Background: an optimization exercise with open tools, aiming at small area. Do not read the settings as production practice.
Where RTL was checked, it was by simulation tests only, not by an equivalence proof against the original.
Power figures rest on the tool's default switching activity, not on a simulated workload.

## Solve
module Solve(clk, rst, halt, prepare, start, next, switcher, sw2, auto, keep, length, now, debug, dataput, dataput2, wrong, solved, fakeclick, score, wwmodi, ready
, wfresh, wcolorp, wBLOn, nnote0, wnotex, wnotey, wperc, endpass);
==> flow/config.mk <==
export PLATFORM = sky130hd
export DESIGN_NAME = Solve
export DESIGN_NICKNAME = Solve
export VERILOG_FILES = /design/flow/design.v
export SDC_FILE = /design/flow/constraint.sdc
export NUM_CORES = 4
export LEC_CHECK = 0
export ABC_AREA = 1
export CAP_MARGIN = 20
export CORE_MARGIN = 2
export CORE_UTILIZATION = 60
export SLEW_MARGIN = 20
export SYNTH_MEMORY_MAX_BITS = 65536
==> flow/constraint.sdc <==
create_clock -name core_clock -period 10.0 [get_ports {clk}]
set_input_delay 2.0000 -clock core_clock [delete_from_list [all_inputs] [get_ports {clk}]]
set_output_delay 2.0000 -clock core_clock [all_outputs]
set_load 0.01 [all_outputs]
standard.sh (not shown) runs the stock make flow with config.mk's settings and CLKGATE_MAP_FILE= SYNTH_SCRIPT=/design/flow/synth_recipe.tcl, a recipe that flattens the netlist after the stock synthesis.
==> flow/flow/run.sh <==
#!/bin/bash
# Standard layout, with the port buffers made of the smallest buffer cell
# and a clock tree of smaller buffers without dummy loads.
export BUFFER_PORTS_ARGS="-buffer_cell sky130_fd_sc_hd__buf_1"
export GPL_KEEP_OVERFLOW=0
export CTS_ARGS="-sink_clustering_enable -repair_clock_nets -dont_use_dummy_load -buf_list sky130_fd_sc_hd__clkbuf_8 -sink_clustering_size 16"
bash standard.sh > standard.log 2>&1
The starting point went through all stages and came out clean.
Next try:
CORE_UTILIZATION = 75   (was 60)
Outcome: Total power is higher by 0.83%; first-iteration DRC count is higher by 22%; cell area is lower by 0.39%.
Next try:
--- a/flow/flow/run.sh
+++ b/flow/flow/run.sh
@@ -2,2 +2,8 @@
-# Standard layout, with the port buffers made of the smallest buffer cell
-# and a clock tree of smaller buffers without dummy loads.
+# The standard layout (standard.sh: the standard synthesis and ORFS),
+# with three changes to how the layout is made:
+# - the port buffers are sky130_fd_sc_hd__buf_1, the smallest buffer cell;
+# - global placement stays timing-driven but does not keep the resizer's
+#   changes (GPL_KEEP_OVERFLOW=0); the later repair steps fix what is left;
+# - the clock tree uses clkbuf_8 buffers and no dummy loads.
+# ORFS writes each tool's log under orfs/logs/; make's own output goes to
+# standard.log here.
CORE_UTILIZATION = 60   (was 75)
Power falls by 0.83%.
Final cell count went up by 2.4%.
Sequential cell count does not change.
Clock power hardly moves.
Maximum frequency rises by 0.69%.
Combinational power hardly moves.
Setup slack improved by 0.066 ns.
Global-route usage decreases by 7.0 points.

---

Another version of the RTL of Solve (not shown whole).
Size in the first run: ~1900 cells after synthesis, ~160 flip-flops, roughly 15000 um^2 of cells after synthesis.
==> flow/config.mk <==
export PLATFORM = sky130hd
export DESIGN_NAME = Solve
export DESIGN_NICKNAME = Solve
export VERILOG_FILES = /design/flow/design.v
export SDC_FILE = /design/flow/constraint.sdc
export NUM_CORES = 4
export LEC_CHECK = 0
export CAP_MARGIN = 20
export CORE_MARGIN = 2
export CORE_UTILIZATION = 40
export SLEW_MARGIN = 20
export SYNTH_MEMORY_MAX_BITS = 65536
==> flow/constraint.sdc <==
create_clock -name core_clock -period 10.0 [get_ports {clk}]
set_input_delay 2.0000 -clock core_clock [delete_from_list [all_inputs] [get_ports {clk}]]
set_output_delay 2.0000 -clock core_clock [all_outputs]
set_load 0.01 [all_outputs]
==> flow/flow/run.sh <==
#!/bin/bash
# Standard layout, with the port buffers made of the smallest buffer cell
# and a clock tree of smaller buffers without dummy loads.
export BUFFER_PORTS_ARGS="-buffer_cell sky130_fd_sc_hd__buf_1"
export CTS_ARGS="-sink_clustering_enable -repair_clock_nets -dont_use_dummy_load -buf_list sky130_fd_sc_hd__clkbuf_8 -sink_clustering_size 16"
bash standard.sh > standard.log 2>&1
Then changed:
--- a/flow/flow/run.sh
+++ b/flow/flow/run.sh
@@ -3,4 +3,5 @@
 # and a clock tree of smaller buffers without dummy loads.
 export BUFFER_PORTS_ARGS="-buffer_cell sky130_fd_sc_hd__buf_1"
+export GPL_KEEP_OVERFLOW=0
 export CTS_ARGS="-sink_clustering_enable -repair_clock_nets -dont_use_dummy_load -buf_list sky130_fd_sc_hd__clkbuf_8 -sink_clustering_size 16"
 bash standard.sh > standard.log 2>&1
After rerunning: The new run went through all stages and came out clean; design area drops by 0.76%; hold slack is worse by 0.029 ns; final cell count drops by 1.5%; total power came out lower by 1.1%; wire length fell by 2.0%; setup slack degrades by 0.023 ns; combinational power falls by about 4%; first-iteration DRC count grows by 8.5%.

---

Another version of the RTL of Solve (not shown whole).
For scale: roughly 2500 cells after synthesis, about 160 flip-flops, roughly 0.018 mm^2 of cells after synthesis.
==> flow/config.mk <==
export PLATFORM = sky130hd
export DESIGN_NAME = Solve
export DESIGN_NICKNAME = Solve
export VERILOG_FILES = /design/flow/design.v
export SDC_FILE = /design/flow/constraint.sdc
export NUM_CORES = 4
export LEC_CHECK = 0
export CAP_MARGIN = 20
export CORE_MARGIN = 2
export CORE_UTILIZATION = 40
export GPL_TIMING_DRIVEN = 0
export SLEW_MARGIN = 20
export SYNTH_MEMORY_MAX_BITS = 65536
==> flow/constraint.sdc <==
create_clock -name core_clock -period 10.0 [get_ports {clk}]
set_input_delay 2.0000 -clock core_clock [delete_from_list [all_inputs] [get_ports {clk}]]
set_output_delay 2.0000 -clock core_clock [all_outputs]
set_load 0.01 [all_outputs]
==> flow/flow/run.sh <==
#!/bin/bash
# The standard layout (the standard.sh), with the port buffers made of
# the smallest buffer cell and a clock tree of clkbuf_8 without dummy loads.
export BUFFER_PORTS_ARGS="-buffer_cell sky130_fd_sc_hd__buf_1"
export CTS_ARGS="-sink_clustering_enable -repair_clock_nets -dont_use_dummy_load -buf_list sky130_fd_sc_hd__clkbuf_8 -sink_clustering_size 20"
bash standard.sh > standard.log 2>&1
Change:
==> flow/flow/run.sh (replaced) <==
#!/bin/bash
# Standard layout, with the port buffers made of the smallest buffer cell
# and a clock tree of smaller buffers without dummy loads.
export BUFFER_PORTS_ARGS="-buffer_cell sky130_fd_sc_hd__buf_1"
export CTS_ARGS="-sink_clustering_enable -repair_clock_nets -dont_use_dummy_load -buf_list sky130_fd_sc_hd__clkbuf_8 -sink_clustering_size 20"
bash standard.sh > standard.log 2>&1
--- a/flow/config.mk
+++ b/flow/config.mk
@@ -9,5 +9,4 @@
 export CORE_MARGIN = 2
 export CORE_UTILIZATION = 40
-export GPL_TIMING_DRIVEN = 0
 export SLEW_MARGIN = 20
 export SYNTH_MEMORY_MAX_BITS = 65536
=> Clock-buffer cell count stays the same; non-clock buffer count falls by 166; final area fell by 5.3%; critical path depth climbs by 1; combinational power shrinks by 9.6%; power is lower by 4.0%.
Change:
==> flow/flow/run.sh (replaced) <==
#!/bin/bash
# The standard layout (the standard.sh), with the port buffers made of
# the smallest buffer cell and a clock tree of clkbuf_8 without dummy loads.
export BUFFER_PORTS_ARGS="-buffer_cell sky130_fd_sc_hd__buf_1"
export CTS_ARGS="-sink_clustering_enable -repair_clock_nets -dont_use_dummy_load -buf_list sky130_fd_sc_hd__clkbuf_8 -sink_clustering_size 20"
bash standard.sh > standard.log 2>&1
--- a/flow/config.mk
+++ b/flow/config.mk
@@ -6,7 +6,8 @@
 export NUM_CORES = 4
 export LEC_CHECK = 0
-export CAP_MARGIN = 20
+export CAP_MARGIN = 0
 export CORE_MARGIN = 2
 export CORE_UTILIZATION = 40
-export SLEW_MARGIN = 20
+export GPL_TIMING_DRIVEN = 0
+export SLEW_MARGIN = 0
 export SYNTH_MEMORY_MAX_BITS = 65536
The changed run passed the timing, DRC and antenna checks.
Hold slack hardly moves.
Die area stays the same.
Core utilization goes up by 2.3 points.
Wire length went up by about a fifth.
Cell area went up by a few percent.
Final cell count grows by a few percent.
Non-clock buffer count grows by 165.
Sequential power drops slightly.
Critical path depth goes down by 6.
Function was not checked in any run of this note: the RTL went through the layout flow alone.

---

== job 7612 ==
Another version of the RTL of Solve (not shown whole).
Size in the first run: roughly 2100 cells after synthesis, about 140 flip-flops, ~230 I/O pins, roughly 14000 um^2 of cells after synthesis.
export LEC_CHECK = 0
export ABC_AREA = 1
export CAP_MARGIN = 20
export CORE_MARGIN = 2
export CORE_UTILIZATION = 40
export SLEW_MARGIN = 20
export SYNTH_MEMORY_MAX_BITS = 65536
create_clock -name core_clock -period 10.0 [get_ports {clk}]
==> flow/flow/run.sh <==
#!/bin/bash
# Standard layout, with the port buffers made of the smallest buffer cell
# and a clock tree of smaller buffers without dummy loads.
export BUFFER_PORTS_ARGS="-buffer_cell sky130_fd_sc_hd__buf_1"
export GPL_KEEP_OVERFLOW=0
export CTS_ARGS="-sink_clustering_enable -repair_clock_nets -dont_use_dummy_load -buf_list sky130_fd_sc_hd__clkbuf_8 -sink_clustering_size 16"
bash standard.sh > standard.log 2>&1
Job 7612: done, clean on timing, DRC and antenna
Input changes introduced in job 788 (baseline for comparison: job 7612):
Settings: ABC_AREA no longer set, was 1.
==> flow/flow/run.sh <==
#!/bin/bash
# Standard layout, with the port buffers made of the smallest buffer cell
# and a clock tree of smaller buffers without dummy loads.
export BUFFER_PORTS_ARGS="-buffer_cell sky130_fd_sc_hd__buf_1"
export GPL_KEEP_OVERFLOW=0
export CTS_ARGS="-sink_clustering_enable -repair_clock_nets -dont_use_dummy_load -buf_list sky130_fd_sc_hd__clkbuf_8 -sink_clustering_size 30 -sink_clustering_max_diameter 120"
bash standard.sh > standard.log 2>&1
- In summary, job 788 completed successfully, with a layout that passed the timing, DRC and antenna checks.
- Job 788 vs job 7612: average footprint of a synthesized cell up
- Job 7612 has lower share of final layout cell area taken by non-clock buffers than job 788.
- When the final numbers for job 7612 and job 788 were put side by side, the via count turned out to be smaller in job 788.
- Between job 788 and job 7612, the adder and majority cell fraction of the synthesized area figures differ only marginally.
- The final clock period utilization by the worst path reported for job 788 is greater than that of job 7612 by 1.7 points.
- Going from job 7612 to job 788, half-perimeter wire length after detailed placement shrank by a little under 10%.
- Part of the total power dissipated in the clock network: job 788 > job 7612
Inputs modified between job 788 and job 9390:
Settings: CORE_UTILIZATION changed from 40 to 60; ABC_AREA newly set to 1.
==> flow/flow/run.sh <==
#!/bin/bash
# Standard layout, with the port buffers made of the smallest buffer cell
# and a clock tree of smaller buffers without dummy loads.
export BUFFER_PORTS_ARGS="-buffer_cell sky130_fd_sc_hd__buf_1"
export GPL_KEEP_OVERFLOW=0
export CTS_ARGS="-sink_clustering_enable -repair_clock_nets -dont_use_dummy_load -buf_list sky130_fd_sc_hd__clkbuf_8 -sink_clustering_size 16"
bash standard.sh > standard.log 2>&1
==> comparison <==
Comparing job 9390 against job 788, there is no change at all in total number of H-tree levels.
Between job 788 and job 9390, the flow reports final weighted congestion in routability-driven placement increasing by a few percent.
Between job 9390 and job 788, the difference in register clock-pin slew on the reported worst setup and hold paths is negligible.
Job 788 → job 9390: total power saw an increase; clock-cell share of area saw little to no change.
Of the two values seen for type of the worst setup path, in2out was produced by job 788 and reg2out by job 9390.
Per the final summary, job 9390 finished and its layout is clean on timing, DRC and antenna.
Against job 788, job 9390 reports a global-route usage that is higher.
### job 9390 -> job 1537
Settings: a change of CORE_UTILIZATION from 60 to 40; a deleted ABC_AREA that had been 1.
==> flow/flow/run.sh <==
#!/bin/bash
# Standard layout, with the port buffers made of the smallest buffer cell
# and a clock tree of smaller buffers without dummy loads.
export BUFFER_PORTS_ARGS="-buffer_cell sky130_fd_sc_hd__buf_1"
export GPL_KEEP_OVERFLOW=0
export CTS_ARGS='-sink_clustering_enable -repair_clock_nets -dont_use_dummy_load -buf_list {sky130_fd_sc_hd__clkbuf_4 sky130_fd_sc_hd__clkbuf_8} -sink_clustering_size 12 -sink_clustering_max_diameter 40'
bash standard.sh > standard.log 2>&1
Notes after the runs:
- Clock skew, job 1537 and job 9390: smaller value in job 9390
- Diff job 1537 and job 9390: number of post-CTS setup repair buffers lower in job 9390
- Across both runs, number of tap cells inserted was higher for job 1537 than for job 9390.
- The higher number of nets in the finished design came out of job 9390.
- Routed wire length: job 1537 vs job 9390, no meaningful difference
- Diff job 9390 -> job 1537: share of power burned in the clock network increased by 5.2 points relative to the old numbers, final standard cell area without fillers increased by 3.9% relative to the old numbers, total vias in the final route decreased by about 7% relative to the old numbers.

==> what the ideal ports hide <==
The flow's constraints put no driver on any port. The routed layouts listed below were extracted and timed again, unchanged, in two steps. Step 1 (the two cells are an assumption about what drives the block):
set clk [get_ports {clk}]
set_driving_cell -lib_cell sky130_fd_sc_hd__clkbuf_16 $clk
set_driving_cell -lib_cell sky130_fd_sc_hd__buf_2 [delete_from_list [all_inputs] $clk]
Step 2 times the ports against the registers' clock, not the clock port: input delays grow and output delays shrink by t, the midpoint of the rising clock arrivals with the driver on. Three values: ideal ports, drivers, drivers and shift; two values: the first two.
| run | t, ns | slack for setup (ns) | worst slew at a driven data input, ns |
|---|---|---|---|
| the first run of note 1 | 0.510 | 0.424 / 0.375 / 0.464 | 0.10 |
| the second run of note 1 | 0.493 | 0.358 / 0.312 / 0.350 | 0.05 |
| the third run of note 1 | 0.510 | 0.424 / 0.375 / 0.464 | 0.10 |
| the first run of note 2 | 0.506 | 0.322 / 0.352 / -0.154 | 0.10 |
| the second run of note 2 | 0.502 | 0.299 / 0.328 / -0.174 | 0.09 |
| the first run of note 3 | 0.545 | 0.361 / 0.361 / 0.361 | 0.04 |
| the second run of note 3 | 0.540 | 0.541 / 0.541 / 0.541 | 0.05 |
| the third run of note 3 | 0.532 | 0.241 / 0.241 / 0.241 | 0.04 |
| job 7612 | 0.487 | 0.413 / 0.371 / 0.522 | 0.08 |
| job 788 | 0.490 | 0.239 / 0.218 / 0.108 | 0.06 |
| job 9390 | 0.482 | 0.406 / 0.356 / 0.231 | 0.04 |
| job 1537 | 0.490 | 0.239 / 0.218 / 0.108 | 0.06 |
Met with ideal ports but missed after step 2: setup timing in the first run of note 2 and the second run of note 2. For the first run of note 2, which loses most, drivers alone change the setup slack by +0.030 ns; drivers and shift together by -0.476 ns.
